This is an optimization exercise on Yosys and OpenROAD, whose aim is small area, a short achievable clock period and few clock cycles per item, not a production implementation. Function was checked by simulation only, so behaviour that the tests miss may differ from the original. No activity file was given, so power comes from the tool's default toggle rates.

Design divider, start of the top module:
module divider #
(
    parameter N = 32
)
(
    input wire [N-1:0] dividend,
    input wire [N-1:0] divisor,
    input wire start,
    input wire rst,
    input wire clk,
    output wire [N-1:0] quotient,
    output wire [N-1:0] remainder,
    output wire done
);
    wire [N-1:0] xq0 = dividend;
    wire [N-1:0] d0 = divisor;
    wire v0 = start;
    wire [0:0] c0 = xq0[N-1];
    wire [1:0] s0 = {1'b0, c0} - {1'b0, d0[0:0]};
    wire ge0 = ~s0[1] & ~|d0[N-1:1];
    wire [0:0] r1 = ge0 ? s0[0:0] : c0;
    wire [N-1:0] xq1 = {xq0[N-2:0], ge0};
    wire [N-1:0] d1 = d0;
    wire v1 = v0;
    reg [0:0] r1_q;
    reg [N-1:0] xq1_q;
    reg [N-1:0] d1_q;
    reg v1_q;
    always @(posedge clk) begin
        r1_q <= r1;
        xq1_q <= xq1;
        d1_q <= d1;
    end
    always @(posedge clk, posedge rst) begin
        if (rst) v1_q <= 1'b0;
        else v1_q <= v1;
    end
    wire [1:0] c1 = {r1_q, xq1_q[N-1]};
    wire [2:0] s1 = {1'b0, c1} - {1'b0, d1_q[1:0]};
    wire ge1 = ~s1[2] & ~|d1_q[N-1:2];
    wire [1:0] r2 = ge1 ? s1[1:0] : c1;
    wire [N-1:0] xq2 = {xq1_q[N-2:0], ge1};
    wire [N-1:0] d2 = d1_q;
    wire v2 = v1_q;
    reg [1:0] r2_q;
    reg [N-1:0] xq2_q;
    reg [N-1:0] d2_q;
    reg v2_q;
    always @(posedge clk) begin
        r2_q <= r2;
        xq2_q <= xq2;
        d2_q <= d2;
    end
    always @(posedge clk, posedge rst) begin
        if (rst) v2_q <= 1'b0;
        else v2_q <= v2;
    end
    wire [2:0] c2 = {r2_q, xq2_q[N-1]};
    wire [3:0] s2 = {1'b0, c2} - {1'b0, d2_q[2:0]};
    wire ge2 = ~s2[3] & ~|d2_q[N-1:3];
    wire [2:0] r3 = ge2 ? s2[2:0] : c2;
    wire [N-1:0] xq3 = {xq2_q[N-2:0], ge2};
    wire [N-1:0] d3 = d2_q;
    wire v3 = v2_q;
    reg [2:0] r3_q;
    reg [N-1:0] xq3_q;
    reg [N-1:0] d3_q;
    reg v3_q;
    always @(posedge clk) begin
        r3_q <= r3;
        xq3_q <= xq3;
        d3_q <= d3;
    end
    always @(posedge clk, posedge rst) begin
        if (rst) v3_q <= 1'b0;
        else v3_q <= v3;
    end
    wire [3:0] c3 = {r3_q, xq3_q[N-1]};
    wire [4:0] s3 = {1'b0, c3} - {1'b0, d3_q[3:0]};
    wire ge3 = ~s3[4] & ~|d3_q[N-1:4];
  ...
Size in the first run: roughly 2,600 flip-flops, ~130 I/O pins, ~0.093 sq mm of cells after synthesis.
clock: 4.5 ns
lec_check: 0
abc_area: 1
cap_margin: 20
core_margin: 2
core_utilization: 40
setup_slack_margin: 2.0
slew_margin: 20
run.sh (not shown) runs the stock make flow with config.mk's settings and CLKGATE_MAP_FILE= SYNTH_SCRIPT=/design/flow/synth_recipe.tcl, a recipe that flattens the netlist after the stock synthesis.
The starting point completed with no timing, DRC or antenna violations.
Testbench counts at the start, summed over its fixed seeds: cycles 2,296, items 2,048.
==> next run, changes <==
Settings changed: CORE_UTILIZATION 40 to 60, CTS_BUF_LIST set to sky130_fd_sc_hd__clkbuf_8, CTS_CLUSTER_SIZE set to 24.
What happened:
- The new run produced a layout that fails on capacitance limit, slew limit
- core utilization increases by 21 points
- wire length goes down by about 11%
- cell area goes down by 3.3%
- total power is lower by about 8%
- worst setup slack gets worse by 44 ps
- global-route usage is higher by 7.1 points
- final cell count decreases by about 6%
- first-iteration DRC count goes up by 15%

divider, a different RTL version from the one above (not shown whole).
Size in the first run: about 9,400 cells after synthesis, about 130 I/O pins, about 0.083 sq mm of cells after synthesis.
Design divider, start of the top module:
module divider #
(
    parameter N = 32
)
(
    input wire [N-1:0] dividend,
    input wire [N-1:0] divisor,
    input wire start,
    input wire rst,
    input wire clk,
    output wire [N-1:0] quotient,
    output wire [N-1:0] remainder,
    output wire done
);
make LEC_CHECK=0 ABC_AREA=1 CAP_MARGIN=20 CORE_MARGIN=2 CORE_UTILIZATION=60 CTS_CLUSTER_DIAMETER=100 CTS_CLUSTER_SIZE=25 PLACE_DENSITY=0.82 SETUP_SLACK_MARGIN=2.3 SLEW_MARGIN=20 finish   # period 4.5 ns
The baseline completed with no timing, DRC or antenna violations.
Testbench counts at the start, summed over its fixed seeds: cycles 2,288, items 2,048.
Then changed:
--- a/flow/config.mk
+++ b/flow/config.mk
@@ -13,4 +13,4 @@
 export CTS_CLUSTER_SIZE = 25
-export PLACE_DENSITY = 0.82
-export SETUP_SLACK_MARGIN = 2.3
+export PLACE_DENSITY = 0.72
+export SETUP_SLACK_MARGIN = 2.4
 export SLEW_MARGIN = 20
After rerunning:
- The changed run finished clean
- worst setup slack gains 0.012 ns
- synthesized cell count stays the same
- global-route usage grows by 0.61 points
- final area grows by 4.3%
- routed wire length came out higher by 4.0%
- critical path depth shrinks by 10
- non-clock buffer count came out higher by 198
- combinational power rises by 14%
- final cell count increases by 1.8%

what the ideal ports hide:
The flow's constraints put no driver on any port. The routed layouts listed below were extracted and timed again, unchanged, in two steps.
Step 1 sets driving cells, clkbuf_16 on the clock port and buf_2 on the other inputs (assumed; they add their load-dependent delay and slew).
Step 2, shift: input delay + t, output delay - t, t = (earliest + latest rising clock arrival at the registers) / 2. This alone moves slack from input paths to output paths.
Slacks: ideal ports / drivers / drivers and shift; pairs: ideal ports / drivers.
run	shift t [ns]	setup WS [ns]	worst register clock-pin slew, ns
the first run of note 1	0.987	2.077 / 1.997 / 1.946	0.07 / 0.07
the second run of note 1	1.106	2.033 / 1.983 / 2.033	0.08 / 0.08
the first run of note 2	0.837	2.292 / 2.254 / 1.684	0.11 / 0.11
the second run of note 2	0.848	2.303 / 2.221 / 1.752	0.11 / 0.11
For the first run of note 2, which loses most, drivers alone change the setup slack by -0.038 ns; drivers and shift together by -0.608 ns.
